What follows belongs to an exercise in optimizing a design on an open flow for small area and a short achievable clock period; a production flow would make more cautious choices. At most, simulation tests tie the RTL to the original design; equivalence was not proved. Power figures rest on the tool's default switching activity, not on a simulated workload.

==> build 87: inputs <==
// divider
module divider
(
    input              clk,
    input              reset,
    input  [31:0]      A,
    input  [31:0]      B,
    input              start,
    input  [7:0]       Physical_address_in,
    input  [31:0]      PC_in,
    input              divider_op_in,
    output             divide_zero_exception,
    output [31:0]      Result,
    output [7:0]       Physical_address_out,
    output [31:0]      PC_out,
    output             done
);
Settings: LEC_CHECK=0, ABC_AREA=1, CAP_MARGIN=5, CORE_MARGIN=2, CORE_UTILIZATION=40, CTS_CLUSTER_DIAMETER=100, CTS_CLUSTER_SIZE=28, GPL_TIMING_DRIVEN=0, SETUP_SLACK_MARGIN=0.1, SLEW_MARGIN=5, TNS_END_PERCENT=60; clock period 8.0 ns.
standard.sh (not shown) runs the stock make flow with config.mk's settings and CLKGATE_MAP_FILE= SYNTH_SCRIPT=/design/flow/synth_recipe.tcl, a recipe that flattens the netlist after the stock synthesis.
==> flow/flow/run.sh <==
#!/bin/bash
set -euo pipefail
export BUFFER_PORTS_ARGS="-buffer_cell sky130_fd_sc_hd__buf_2"
export RECOVER_POWER=100
bash standard.sh > standard.log 2>&1
==> trial 22: changes against build 87 <==
TNS_END_PERCENT = not set   (was 60)
==> qor summary <==
item	trial 22	build 87
Result of the run	finished clean	finished clean
Number of DRC violations after detailed-routing iteration 0	3,481	3,523
Fraction of met1 tracks used by global routing	0.3380	0.3379
Tightest Pin Transition	1.168 ns	1.163 ns
Global-route wire length before repair	298.2 mm	298.1 mm
Setup clock skew after layout	0.04409 ns	0.04362 ns
R2R setup slack	0.37 ns	0.31 ns
Cell leakage power	0.03346 uW	0.03350 uW
Global-route track usage on met2	0.4386	0.4387
Final non-filler cell area	66,890 sq um	66,970 sq um
Post-cts repair resize count	311	307
Switching power as a share of total power	0.4103	0.4105
Met2 routed WL	92.29 mm	92.61 mm
Testbench counts of build 87, summed over its fixed seeds: latency 120,000, ops 24,000.
Testbench counts of trial 22, summed over its fixed seeds: latency 120,000, ops 24,000.

========
==> job 1734 <==
divider, a different RTL version from the one above (not shown whole).
export LEC_CHECK = 0
export ABC_AREA = 1
export CAP_MARGIN = 5
export CORE_MARGIN = 2
export CORE_UTILIZATION = 40
export CTS_CLUSTER_DIAMETER = 100
export CTS_CLUSTER_SIZE = 28
export GPL_TIMING_DRIVEN = 0
export SETUP_SLACK_MARGIN = 0.5
export SLEW_MARGIN = 5
create_clock -name core_clock -period 8.0 [get_ports {clk}]
Scripts as last shown in full above: flow/flow/run.sh
==> inputs of job 5725, as changes to job 1734 <==
==> flow/run.sh (new file) <==
#!/bin/bash
# synth_recipe.tcl (not shown) runs the flow's synth.tcl, then flattens the netlist and writes it again
# the make line also repeats each setting of config.mk as NAME=value (left out here)
make -C /OpenROAD-flow-scripts/flow DESIGN_CONFIG=/design/flow/config.mk WORK_HOME=/design/flow/orfs CLKGATE_MAP_FILE= SYNTH_SCRIPT=/design/flow/synth_recipe.tcl finish
==> flow/config.mk (replaced) <==
export PLATFORM = sky130hd
export DESIGN_NAME = divider
export DESIGN_NICKNAME = divider
export VERILOG_FILES = /design/flow/design.v
export SDC_FILE = /design/flow/constraint.sdc
export NUM_CORES = 8
export LEC_CHECK = 0
export ABC_AREA = 1
export CAP_MARGIN = 20
export CORE_MARGIN = 2
export CORE_UTILIZATION = 40
export CTS_CLUSTER_DIAMETER = 60
export CTS_CLUSTER_SIZE = 20
export GPL_TIMING_DRIVEN = 0
export SLEW_MARGIN = 20
removed: flow/flow/run.sh
removed: flow/standard.sh
==> run summary <==
- Job 5725 completed with no timing, DRC or antenna violations. Job 1734 finished with timing, DRC and antenna clean.
- Of job 1734 and job 5725, job 1734 has the higher routed wire length (gap 5.2%, measured against job 5725).
- Against job 1734, the global-route usage of job 5725 is lower by 0.96 points.
- Between job 5725 and job 1734, the lower combinational power is in job 5725 (gap 4.8%, measured against job 1734).
- Synthesized cell count is the same in job 1734 and job 5725.
- Between job 1734 and job 5725, the lower utilization is in job 5725 (gap 1.3 points).
- Against job 5725, the fmax of job 1734 is larger by 1.2%.
Testbench counts of job 1734, summed over its fixed seeds: latency 120,000, ops 24,000.
Testbench counts of job 5725, summed over its fixed seeds: latency 120,000, ops 24,000.

========
==> ember: inputs <==
divider, a different RTL version from the one above (not shown whole).
Settings: LEC_CHECK=0, ABC_AREA=1, CAP_MARGIN=5, CORE_MARGIN=2, CORE_UTILIZATION=40, CTS_CLUSTER_DIAMETER=100, CTS_CLUSTER_SIZE=28, GPL_TIMING_DRIVEN=0, SETUP_SLACK_MARGIN=0.1, SLEW_MARGIN=5; clock period 8.0 ns.
==> flow/flow/run.sh <==
#!/bin/bash
set -euo pipefail
export BUFFER_PORTS_ARGS="-buffer_cell sky130_fd_sc_hd__buf_2"
export RECOVER_POWER=100
bash standard.sh > standard.log 2>&1
==> onyx (differences from ember) <==
==> flow/run.sh (new file) <==
#!/bin/bash
# synth_recipe.tcl (not shown) runs the flow's synth.tcl, then flattens the netlist and writes it again
# the make line also repeats each setting of config.mk as NAME=value (left out here)
make -C /OpenROAD-flow-scripts/flow DESIGN_CONFIG=/design/flow/config.mk WORK_HOME=/design/flow/orfs CLKGATE_MAP_FILE= SYNTH_SCRIPT=/design/flow/synth_recipe.tcl finish
Settings changed: CAP_MARGIN 5 to 20, CTS_CLUSTER_DIAMETER 100 to not set, CTS_CLUSTER_SIZE 28 to not set, SETUP_SLACK_MARGIN 0.1 to not set, SLEW_MARGIN 5 to 20.
removed: flow/flow/run.sh
removed: flow/standard.sh
==> comparison <==
ember produced a clean layout. onyx finished clean. In onyx the via count is higher than in ember, by about 0.6%. Of onyx and ember, ember has the higher sequential share of layout area (gap 0.57 points). Of ember and onyx, onyx has the higher design area (gap about 2.4%, measured against onyx). Synthesized cell count is the same in ember and onyx. In flip-flop and latch count, ember and onyx do not differ. Clock skew: onyx is lower than ember (36 ps).
No run of this note included a check of the RTL's function; only the layout flow was run.

========
==> inputs of run a <==
RTL: one of the versions met above, not the one the previous note started from.
Settings: LEC_CHECK=0, ABC_AREA=1, CAP_MARGIN=5, CORE_MARGIN=2, CORE_UTILIZATION=40, CTS_CLUSTER_DIAMETER=100, CTS_CLUSTER_SIZE=28, GPL_ROUTABILITY_DRIVEN=0, GPL_TIMING_DRIVEN=0, SETUP_SLACK_MARGIN=0.1, SLEW_MARGIN=5; clock period 8.0 ns.
==> flow/flow/run.sh <==
#!/bin/bash
set -euo pipefail
export BUFFER_PORTS_ARGS="-buffer_cell sky130_fd_sc_hd__buf_2"
export RECOVER_POWER=100
bash standard.sh > standard.log 2>&1
==> run b: changes against run a <==
--- a/flow/config.mk
+++ b/flow/config.mk
@@ -11,7 +11,6 @@
 export CORE_UTILIZATION = 40
 export CTS_CLUSTER_DIAMETER = 100
 export CTS_CLUSTER_SIZE = 28
-export GPL_ROUTABILITY_DRIVEN = 0
 export GPL_TIMING_DRIVEN = 0
 export SETUP_SLACK_MARGIN = 0.1
 export SLEW_MARGIN = 5
==> run c: changes against run a <==
==> flow/run.sh (new file) <==
#!/bin/bash
# synth_recipe.tcl (not shown) runs the flow's synth.tcl, then flattens the netlist and writes it again
# the make line also repeats each setting of config.mk as NAME=value (left out here)
make -C /OpenROAD-flow-scripts/flow DESIGN_CONFIG=/design/flow/config.mk WORK_HOME=/design/flow/orfs CLKGATE_MAP_FILE= SYNTH_SCRIPT=/design/flow/synth_recipe.tcl finish
==> flow/config.mk (replaced) <==
export PLATFORM = sky130hd
export DESIGN_NAME = divider
export DESIGN_NICKNAME = divider
export VERILOG_FILES = /design/flow/design.v
export SDC_FILE = /design/flow/constraint.sdc
export NUM_CORES = 8
export LEC_CHECK = 0
export ABC_AREA = 1
export CAP_MARGIN = 20
export CORE_MARGIN = 2
export CORE_UTILIZATION = 40
export GPL_TIMING_DRIVEN = 0
export SLEW_MARGIN = 20
removed: flow/flow/run.sh
removed: flow/standard.sh
==> run d: changes against run a <==
--- a/flow/config.mk
+++ b/flow/config.mk
@@ -6,12 +6,11 @@
 export NUM_CORES = 8
 export LEC_CHECK = 0
 export ABC_AREA = 1
-export CAP_MARGIN = 5
+export CAP_MARGIN = 20
 export CORE_MARGIN = 2
 export CORE_UTILIZATION = 40
 export CTS_CLUSTER_DIAMETER = 100
 export CTS_CLUSTER_SIZE = 28
-export GPL_ROUTABILITY_DRIVEN = 0
 export GPL_TIMING_DRIVEN = 0
 export SETUP_SLACK_MARGIN = 0.1
-export SLEW_MARGIN = 5
+export SLEW_MARGIN = 20
==> notes <==
- Run b completed without violations. Run c completed with no timing, DRC or antenna violations. Run a finished with timing, DRC and antenna clean. Run d passed the timing, design-rule and antenna checks.
- Between run a and run c, the lower core utilization is in run a (gap 1.6 points).
- Combinational power is about the same in run b and run c.
- Total power, highest first: run c, run b, run a, run d.
- In area after synthesis, run c and run d do not differ.
- In die area, run c and run d do not differ.
- Synthesized cell count is the same in run d and run a.
- In fmax, run d and run b hardly differ.
- Worst setup slack, highest first: run a, run b, run d, run c.
- Sequential share of layout area: run c < run b < run d < run a.
- Between run d and run c, the lower clock power is in run d (gap about 40%, measured against run c).
- The highest non-clock buffer count belongs to run b, the lowest to run c.
==> figures <==
item	run a	run c	run d	run b
Status	no timing/DRC/antenna violations	no timing/DRC/antenna violations	no timing/DRC/antenna violations	no timing/DRC/antenna violations
Initial detailed-routing violation count	3841	3893	3242	3362
Fraction of area in multi-input gates	0.602	0.578	0.602	0.601
Clock group share of total power	0.202	0.287	0.192	0.200
Weighted congestion at the end of routability-driven global placement	-	0.986	0.981	0.981
Delay of the slowest cell on the worst path	550 ps	850 ps	600 ps	440 ps
Capture point of the worst path	x5[25]	Result[5]	x4[31]	x4[30]
Maximum clock frequency	130 MHz	129 MHz	130 MHz	130 MHz
Layout-to-synthesis area ratio	1.158x	1.198x	1.162x	1.167x
Number of antenna violations at the first check in global routing	23	25	18	17
Final critical-path setup slack	299 ps	264 ps	288 ps	298 ps
Worst Path Arrival	8270 ps	6140 ps	8300 ps	8290 ps
Detailed Route WL	198000 um	200000 um	202000 um	203000 um
Combinational Power Share	0.438	0.394	0.445	0.442
Total half-perimeter wirelength after legalization and detailed placement	161000 um	162000 um	166000 um	166000 um
Standby leakage power	33.1 nW	34.3 nW	33.2 nW	33.3 nW
Critical path origin	e4[13]	x5[0]	e3[3]	d3[2]
Clock slew at the register clock pins of the worst setup and hold paths	100 ps	60 ps	110 ps	100 ps
Maximum fanout encountered on the critical timing path	10	10	10	8
TritonCTS buffer count	44	89	42	45
Count of buffers added by post-CTS timing repair for setup	106	106	122	149
FF-to-FF Start	e4[13]	d2[2]	e3[3]	d3[2]
R2R Path End	x5[25]	x3[15]	x4[31]	x4[30]
Testbench counts of run a, summed over its fixed seeds: latency 120,000, ops 24,000.
Testbench counts of run b, summed over its fixed seeds: latency 120,000, ops 24,000.
Testbench counts of run c, summed over its fixed seeds: latency 120,000, ops 24,000.
Testbench counts of run d, summed over its fixed seeds: latency 120,000, ops 24,000.

## what the ideal ports hide
The results above use ideal ports. As a check the final layouts listed here were re-extracted and re-timed, cells and wires unchanged. Step 1 sets driving cells, clkbuf_16 on the clock port and buf_2 on the other inputs (assumed; they add their load-dependent delay and slew). Step 2 times the ports against the registers' clock, not the clock port: input delays grow and output delays shrink by t, the midpoint of the rising clock arrivals with the driver on. Three values: ideal, step 1, step 2; two values: the first two.
| run | t (ns) | setup slack, ns | worst hold slack (ns) | worst setup path after step 2 | slew at the worst register clock pin (ns) |
|---|---|---|---|---|---|
| build 87 | 0.716 | 0.308 / 0.308 / -0.055 | 0.323 / 0.323 / 0.323 | input to register | 0.11 / 0.11 |
| trial 22 | 0.716 | 0.366 / 0.366 / -0.002 | 0.323 / 0.323 / 0.323 | input to register | 0.11 / 0.11 |
| job 1734 | 0.750 | 0.376 / 0.376 / -0.013 | 0.319 / 0.319 / 0.319 | input to register | 0.11 / 0.11 |
| job 5725 | 0.762 | 0.284 / 0.271 / -0.101 | 0.296 / 0.296 / 0.296 | input to register | 0.08 / 0.08 |
| ember | 0.751 | 0.263 / 0.290 / -0.461 | 0.302 / 0.302 / 0.302 | input to register | 0.11 / 0.11 |
| onyx | 0.780 | 0.258 / 0.284 / -0.495 | 0.304 / 0.304 / 0.304 | input to register | 0.07 / 0.07 |
| run a | 0.744 | 0.299 / 0.299 / -0.079 | 0.322 / 0.322 / 0.322 | input to register | 0.12 / 0.12 |
| run b | 0.749 | 0.298 / 0.298 / -0.042 | 0.320 / 0.320 / 0.320 | input to register | 0.11 / 0.11 |
| run c | 0.777 | 0.264 / 0.182 / -0.103 | 0.250 / 0.250 / 0.250 | input to register | 0.07 / 0.07 |
| run d | 0.740 | 0.288 / 0.288 / -0.110 | 0.325 / 0.325 / 0.325 | input to register | 0.11 / 0.11 |
With both steps, setup timing fails in every run listed, where it was met with ideal ports. For onyx, which loses most, drivers alone change the setup slack by +0.026 ns; drivers and shift together by -0.753 ns.
